This design comes from an exercise in tuning for small area and a short achievable clock period on the open sky130 flow, not from production work. Only simulation tests tie the RTL to the original design; equivalence was not proved. Power and IR drop assume default switching activity.

## oak
==> flow/design.v <==
module prim_flop_2sync #(
  parameter int               Width      = 16,
  parameter logic [Width-1:0] ResetValue = '0
) (
  input                    clk_i,
  input                    rst_ni,
  input        [Width-1:0] d_i,
  output logic [Width-1:0] q_o
);
  logic [Width-1:0] intq;
  always_ff @(posedge clk_i or negedge rst_ni) begin
    if (!rst_ni) begin
      intq <= ResetValue;
      q_o  <= ResetValue;
    end else begin
      intq <= d_i;
      q_o  <= intq;
    end
  end
endmodule
module prim_max_tree #(
  parameter int NumSrc = 32,
  parameter int Width = 4,
  localparam int SrcWidth = $clog2(NumSrc)
) (
  input        [NumSrc-1:0][Width-1:0] therm_i,
  output logic [Width-1:0]             max_therm_o,
  output logic [SrcWidth-1:0]          max_idx_o
);
  localparam int NumLevels = SrcWidth;
  localparam int NumNodes  = 2**(NumLevels+1)-1;
  logic [NumNodes-1:0][Width-1:0]    t_tree;
  logic [NumNodes-1:0][SrcWidth-1:0] idx_tree;
  for (genvar level = 0; level < NumLevels+1; level++) begin : gen_tree
    localparam int Base0 = (2**level)-1;
    localparam int Base1 = (2**(level+1))-1;
    for (genvar offset = 0; offset < 2**level; offset++) begin : gen_level
      localparam int Pa = Base0 + offset;
      localparam int C0 = Base1 + 2*offset;
      localparam int C1 = Base1 + 2*offset + 1;
      if (level == NumLevels) begin : gen_leafs
        if (offset < NumSrc) begin : gen_assign
          assign t_tree[Pa] = therm_i[offset];
        end else begin : gen_tie_off
          assign t_tree[Pa] = '0;
        end
        assign idx_tree[Pa] = '0;
      end else begin : gen_nodes
        logic sel;
        assign sel = |(t_tree[C1] & ~t_tree[C0]);
        assign t_tree[Pa] = t_tree[C0] | t_tree[C1];
        if (level < NumLevels - 1) begin : gen_mux
          assign idx_tree[Pa][NumLevels-level-2:0] =
              sel ? idx_tree[C1][NumLevels-level-2:0] : idx_tree[C0][NumLevels-level-2:0];
        end
        assign idx_tree[Pa][NumLevels-level-1] = sel;
        if (level > 0) begin : gen_zero
          assign idx_tree[Pa][SrcWidth-1:NumLevels-level] = '0;
        end
      end
    end
  end
  assign max_therm_o = t_tree[0];
  assign max_idx_o   = idx_tree[0];
endmodule
module rv_plic_gateway #(
  parameter int N_SOURCE = 32,
  parameter int IDW      = 5
) (
  input clk_i,
  input rst_ni,
  input [N_SOURCE-1:0] src_i,
  input           claim_i,
  input [IDW-1:0] claim_id_i,
  input           complete_i,
  input [IDW-1:0] complete_id_i,
  output logic [N_SOURCE-1:0] ip_o
);
  localparam int LoW = 4;
  localparam int HiW = IDW - LoW;
  localparam int NLo = 2**LoW;
  localparam int NHi = (N_SOURCE + NLo - 1) / NLo;
  logic [NHi-1:0] claim_hi, comp_hi;
  logic [NLo-1:0] claim_lo, comp_lo;
  always_comb begin
    for (int h = 0; h < NHi; h++) begin
      claim_hi[h] = claim_i    & (claim_id_i[IDW-1:LoW]    == HiW'(h));
      comp_hi[h]  = complete_i & (complete_id_i[IDW-1:LoW] == HiW'(h));
    end
    for (int l = 0; l < NLo; l++) begin
      claim_lo[l] = (claim_id_i[LoW-1:0]    == LoW'(l));
      comp_lo[l]  = (complete_id_i[LoW-1:0] == LoW'(l));
    end
  end
  logic [N_SOURCE-1:0] ia;
  logic [N_SOURCE-1:0] ip_d, ia_d;
  always_comb begin
    for (int s = 0; s < N_SOURCE; s++) begin
      ip_d[s] = ip_o[s] ? ~(claim_hi[s/NLo] & claim_lo[s%NLo]) : (src_i[s] & ~ia[s]);
      ia_d[s] = ia[s] ? (ip_o[s] | ~(comp_hi[s/NLo] & comp_lo[s%NLo])) : src_i[s];
    end
  end
  always_ff @(posedge clk_i or negedge rst_ni) begin
    if (!rst_ni) begin
      ip_o <= '0;
      ia   <= '0;
    end else begin
      ip_o <= ip_d;
      ia   <= ia_d;
    end
  end
endmodule
module rv_plic_target #(
  parameter int N_SOURCE = 32,
  parameter int MAX_PRIO = 7,
  localparam int SrcWidth  = $clog2(N_SOURCE),
  localparam int PrioWidth = $clog2(MAX_PRIO+1)
) (
  input clk_i,
  input rst_ni,
  input [N_SOURCE-1:0]  ip_i,
  input [N_SOURCE-1:0]  ie_i,
  input [N_SOURCE*PrioWidth-1:0] prio_i,
  input [PrioWidth-1:0]          threshold_i,
  output logic                irq_o,
  output logic [SrcWidth-1:0] irq_id_o
);
  localparam int NLev = MAX_PRIO + 1;
  logic [N_SOURCE-1:0][NLev-1:0] therm;
  always_comb begin
    for (int s = 0; s < N_SOURCE; s++) begin
      for (int k = 0; k < NLev; k++) begin
        therm[s][k] = ip_i[s] & ie_i[s] & (prio_i[s*PrioWidth +: PrioWidth] >= PrioWidth'(k));
      end
    end
  end
  logic [NLev-1:0]     max_therm;
  logic [SrcWidth-1:0] max_idx;
  prim_max_tree #(
    .NumSrc(N_SOURCE),
    .Width(NLev)
  ) u_prim_max_tree (
    .therm_i(therm),
    .max_therm_o(max_therm),
    .max_idx_o(max_idx)
  );
  logic irq_d;
  always_comb begin
    irq_d = 1'b0;
    for (int k = 1; k < NLev; k++) begin
      if (threshold_i == PrioWidth'(k-1)) irq_d = max_therm[k];
    end
  end
  always_ff @(posedge clk_i or negedge rst_ni) begin
    if (!rst_ni) begin
      irq_o    <= 1'b0;
      irq_id_o <= '0;
    end else begin
      irq_o    <= irq_d;
      irq_id_o <= max_idx;
    end
  end
endmodule
module rv_plic_core #(
  parameter int NumSrc = 186,
  localparam int SRCW  = $clog2(NumSrc),
  localparam int MAX_PRIO = 3,
  localparam int PRIOW = $clog2(MAX_PRIO+1)
) (
  input                     clk_i,
  input                     rst_ni,
  input  [NumSrc-1:0]       intr_src_i,
  input  [NumSrc*PRIOW-1:0] prio_i,
  input  [NumSrc-1:0]       ie_i,
  input  [PRIOW-1:0]        threshold_i,
  input                     claim_i,
  input                     complete_i,
  input  [SRCW-1:0]         complete_id_i,
  output [NumSrc-1:0]       ip_o,
  output                    irq_o,
  output [SRCW-1:0]         irq_id_o
);
  logic [NumSrc-1:0] ip;
  logic [NumSrc-1:0] intr_src_synced;
  assign ip_o = ip;
  prim_flop_2sync #(
    .Width(NumSrc)
  ) u_prim_flop_2sync (
    .clk_i,
    .rst_ni,
    .d_i(intr_src_i),
    .q_o(intr_src_synced)
  );
  rv_plic_gateway #(
    .N_SOURCE   (NumSrc),
    .IDW        (SRCW)
  ) u_gateway (
    .clk_i,
    .rst_ni,
    .src_i         (intr_src_synced),
    .claim_i       (claim_i),
    .claim_id_i    (irq_id_o),
    .complete_i    (complete_i),
    .complete_id_i (complete_id_i),
    .ip_o          (ip)
  );
  rv_plic_target #(
    .N_SOURCE    (NumSrc),
    .MAX_PRIO    (MAX_PRIO)
  ) u_target (
    .clk_i,
    .rst_ni,
    .ip_i        (ip),
    .ie_i        (ie_i),
    .prio_i      (prio_i),
    .threshold_i (threshold_i),
    .irq_o       (irq_o),
    .irq_id_o    (irq_id_o)
  );
endmodule
clock: 12.0 ns
lec_check: 0
cap_margin: 20
core_margin: 2
core_utilization: 40
slew_margin: 20
standard.sh (not shown) runs the stock make flow with config.mk's settings and CLKGATE_MAP_FILE= SYNTH_SCRIPT=/design/flow/synth_recipe.tcl, a recipe that flattens the netlist after the stock synthesis.
==> flow/flow/run.sh <==
#!/bin/bash
# Layout flow: the standard ORFS flow (standard.sh, with its standard
# synthesis), changed only in how it optimises:
#  - the port buffers that global placement inserts on every input and output
#    are sky130_fd_sc_hd__buf_1 instead of the resizer's default choice;
#  - timing repair aims for a larger setup slack at the same 12 ns clock.
# The SDC (clock period, I/O delays, loads) is the standard flow's, unchanged.
set -euo pipefail
export BUFFER_PORTS_ARGS="-buffer_cell sky130_fd_sc_hd__buf_1"
bash standard.sh SETUP_SLACK_MARGIN=6 finish > make_finish.log 2>&1
## Diff of input files: pine against oak
--- a/flow/flow/run.sh
+++ b/flow/flow/run.sh
@@ -10 +10 @@
-bash standard.sh SETUP_SLACK_MARGIN=6 finish > make_finish.log 2>&1
+bash standard.sh SETUP_SLACK_MARGIN=8 finish > make_finish.log 2>&1
Notes after the runs:
- The final layout from pine, which completed every stage, passed the timing, design-rule and antenna checks at the end of the flow.
- Compared with oak, in pine area growth from synthesis to layout went up by 5.7 points, post-route cell area went up by 4.8%, number of clock buffers in the layout +2.8%, fraction of the cycle the final worst path needs fell 7.7 points.
- Worst hold slack: pine < oak
- In pine, the peak fanout along the critical path came out 2 above the value in oak.
- [pine] peak supply drop fell 4.5% relative to oak
- Of pine and oak, pine shows the lower clock latency on the worst-skew pair, with oak above it.

========
Another version of the RTL of rv_plic_core (not shown whole).
Size: ~5400 cells after synthesis, about 750 flip-flops, ~0.040 mm² of cells after synthesis.
Settings: LEC_CHECK=0, ABC_AREA=1, CAP_MARGIN=20, CORE_MARGIN=2, CORE_UTILIZATION=40, SLEW_MARGIN=20; clock period 12.0 ns.
==> flow/flow/run.sh <==
#!/bin/bash
# Layout flow: the standard ORFS flow (standard.sh, with its standard
# synthesis), changed only in how it optimises:
#  - the port buffers that global placement inserts on every input and output
#    are sky130_fd_sc_hd__buf_1 instead of the resizer's default choice;
#  - clock tree synthesis clusters up to 20 flip-flops within 120 um per leaf
#    buffer and inserts no dummy loads;
#  - timing repair up to clock tree synthesis aims for a larger setup slack at
#    the same 12 ns clock; the repair after global routing aims lower.
# The SDC (clock period, I/O delays, loads) is the standard flow's, unchanged.
set -euo pipefail
export BUFFER_PORTS_ARGS="-buffer_cell sky130_fd_sc_hd__buf_1"
export CTS_ARGS="-sink_clustering_enable -repair_clock_nets -dont_use_dummy_load -sink_clustering_size 20 -sink_clustering_max_diameter 120"
bash standard.sh SETUP_SLACK_MARGIN=8.25 cts > make_cts.log 2>&1
bash standard.sh SETUP_SLACK_MARGIN=7.5 finish > make_finish.log 2>&1
The first run finished clean.
Next try:
==> flow/flow/run.sh (replaced) <==
#!/bin/bash
# Layout flow: the standard ORFS flow (standard.sh, with its standard
# synthesis), changed only in how it optimises:
#  - the port buffers that global placement inserts on every input and output
#    are sky130_fd_sc_hd__buf_1 instead of the resizer's default choice;
#  - timing repair aims for a larger setup slack at the same 12 ns clock.
# The SDC (clock period, I/O delays, loads) is the standard flow's, unchanged.
set -euo pipefail
export BUFFER_PORTS_ARGS="-buffer_cell sky130_fd_sc_hd__buf_1"
bash standard.sh SETUP_SLACK_MARGIN=8 finish > make_finish.log 2>&1
Result:
- The new run completed with no timing, DRC or antenna violations
- synthesized cell count is unchanged
- first-iteration DRC count is lower by a few percent
- clock power went up by well over a third
- global-route usage grows by 0.33 points
- total power came out higher by about a fifth
Next try:
==> flow/flow/run.sh (replaced) <==
#!/bin/bash
# Layout flow: the standard ORFS flow (standard.sh, with its standard
# synthesis), changed only in how it optimises:
#  - the port buffers that global placement inserts on every input and output
#    are sky130_fd_sc_hd__buf_1 instead of the resizer's default choice;
#  - clock tree synthesis clusters up to 20 flip-flops within 120 um per leaf
#    buffer and inserts no dummy loads;
#  - timing repair aims for a larger setup slack at the same 12 ns clock,
#    on the worst 5% of endpoints (TNS_END_PERCENT in config.mk).
# The SDC (clock period, I/O delays, loads) is the standard flow's, unchanged.
set -euo pipefail
export BUFFER_PORTS_ARGS="-buffer_cell sky130_fd_sc_hd__buf_1"
export CTS_ARGS="-sink_clustering_enable -repair_clock_nets -dont_use_dummy_load -sink_clustering_size 20 -sink_clustering_max_diameter 120"
bash standard.sh SETUP_SLACK_MARGIN=8.4 finish > make_finish.log 2>&1
TNS_END_PERCENT = 5   (was not set)
What happened:
- sequential cell count is unchanged
- hold slack gets worse by 0.0085 ns
- non-clock buffer count grows by 74
- power shrinks by 15%
- count of clock-buffer cells in the layout shrinks by 72
- setup slack gets better by 0.064 ns
- synthesized area does not change
- fmax grows by 1.6%
Next try:
--- a/flow/flow/run.sh
+++ b/flow/flow/run.sh
@@ -5,3 +5,3 @@
 #    are sky130_fd_sc_hd__buf_1 instead of the resizer's default choice;
-#  - clock tree synthesis clusters up to 20 flip-flops within 120 um per leaf
+#  - clock tree synthesis clusters up to 25 flip-flops within 100 um per leaf
 #    buffer and inserts no dummy loads;
@@ -12,3 +12,3 @@
 export BUFFER_PORTS_ARGS="-buffer_cell sky130_fd_sc_hd__buf_1"
-export CTS_ARGS="-sink_clustering_enable -repair_clock_nets -dont_use_dummy_load -sink_clustering_size 20 -sink_clustering_max_diameter 120"
-bash standard.sh SETUP_SLACK_MARGIN=8.4 finish > make_finish.log 2>&1
+export CTS_ARGS="-sink_clustering_enable -repair_clock_nets -dont_use_dummy_load -sink_clustering_size 25 -sink_clustering_max_diameter 100"
+bash standard.sh SETUP_SLACK_MARGIN=8.5 finish > make_finish.log 2>&1
Effect:
- setup slack is better by 0.11 ns
- non-clock buffer count decreases by 7
- maximum frequency goes up by a few percent
- worst hold slack stays flat
- final cell count barely changes
- wire length is higher slightly
- via count stays flat
- design area went up slightly
Next try:
==> flow/flow/run.sh (replaced) <==
#!/bin/bash
# Layout flow: the standard ORFS flow (standard.sh, with its standard
# synthesis), changed only in how it optimises:
#  - the port buffers that global placement inserts on every input and output
#    are sky130_fd_sc_hd__buf_1 instead of the resizer's default choice;
#  - clock tree synthesis clusters up to 20 flip-flops within 120 um per leaf
#    buffer and inserts no dummy loads;
#  - timing repair aims for a larger setup slack at the same 12 ns clock.
# The SDC (clock period, I/O delays, loads) is the standard flow's, unchanged.
set -euo pipefail
export BUFFER_PORTS_ARGS="-buffer_cell sky130_fd_sc_hd__buf_1"
export CTS_ARGS="-sink_clustering_enable -repair_clock_nets -dont_use_dummy_load -sink_clustering_size 20 -sink_clustering_max_diameter 120"
bash standard.sh SETUP_SLACK_MARGIN=8.25 finish > make_finish.log 2>&1
TNS_END_PERCENT = not set   (was 5)
The new run ran to the end with no violations. Routed wire length went up slightly. Design area went up slightly. Setup slack degrades by 0.0092 ns. Critical path depth went up by 1. Hold slack degrades by 0.015 ns. Synthesized area stays the same. Clock skew went down by 0.032 ns. Sequential cell count stays the same. Clock power went up by a few percent. Combinational power went up by a few percent.
Next try:
--- a/flow/flow/run.sh
+++ b/flow/flow/run.sh
@@ -7,3 +7,4 @@
 #    buffer and inserts no dummy loads;
-#  - timing repair aims for a larger setup slack at the same 12 ns clock.
+#  - timing repair aims for a larger setup slack at the same 12 ns clock,
+#    on the worst 5% of endpoints (TNS_END_PERCENT in config.mk).
 # The SDC (clock period, I/O delays, loads) is the standard flow's, unchanged.
@@ -12,2 +13,2 @@
 export CTS_ARGS="-sink_clustering_enable -repair_clock_nets -dont_use_dummy_load -sink_clustering_size 20 -sink_clustering_max_diameter 120"
-bash standard.sh SETUP_SLACK_MARGIN=8.25 finish > make_finish.log 2>&1
+bash standard.sh SETUP_SLACK_MARGIN=8.5 finish > make_finish.log 2>&1
TNS_END_PERCENT = 5   (was not set)
First-iteration DRC count increases by 2.5%.
Routed wire length goes down by 1.6%.
Sequential share of layout area went up by 0.41 points.
Die area stays the same.
Setup slack improves by 0.017 ns.
Combinational power goes down by about 6%.
Core utilization fell by 0.63 points.
Cell count hardly moves.
Final area came out lower by 1.3%.

==> static timing again, ports no longer ideal <==
No port has a modelled driver above. Below, the same layouts with a new extraction and two added sets of constraints. Step 1 assumes that a clkbuf_16 drives the clock port and a buf_2 every other input. Step 2 also shifts input and output timing later by t, the mid clock arrival at the registers, as if the neighbouring blocks saw the same clock. Slacks: ideal / step 1 / step 2; pairs: ideal / step 1.
run | t (ns) | setup slack, ns | hold WS [ns] | worst setup path at the end | slew at the worst register clock pin (ns)
oak | 0.712 | 6.473 / 6.519 / 5.807 | 0.340 / 0.340 / 0.340 | input to register | 0.07 / 0.07
pine | 0.693 | 7.399 / 7.444 / 6.751 | 0.325 / 0.325 / 0.325 | input to register | 0.07 / 0.07
the first run of note 2 | 0.710 | 8.078 / 8.126 / 7.416 | 0.316 / 0.316 / 0.316 | input to register | 0.10 / 0.10
the second run of note 2 | 0.762 | 8.030 / 7.950 / 7.378 | 0.339 / 0.339 / 0.339 | input to register | 0.07 / 0.07
the third run of note 2 | 0.703 | 8.094 / 8.088 / 7.440 | 0.330 / 0.330 / 0.330 | input to register | 0.10 / 0.10
the fourth run of note 2 | 0.681 | 8.202 / 8.147 / 7.571 | 0.327 / 0.327 / 0.327 | input to register | 0.11 / 0.11
the fifth run of note 2 | 0.709 | 8.192 / 8.188 / 7.507 | 0.312 / 0.312 / 0.312 | input to register | 0.10 / 0.10
the sixth run of note 2 | 0.715 | 8.209 / 8.144 / 7.547 | 0.346 / 0.346 / 0.346 | input to register | 0.10 / 0.10
After both steps setup and hold are still met in every run listed. For the fifth run of note 2, which loses most, drivers alone change the setup slack by -0.004 ns; drivers and shift together by -0.685 ns.
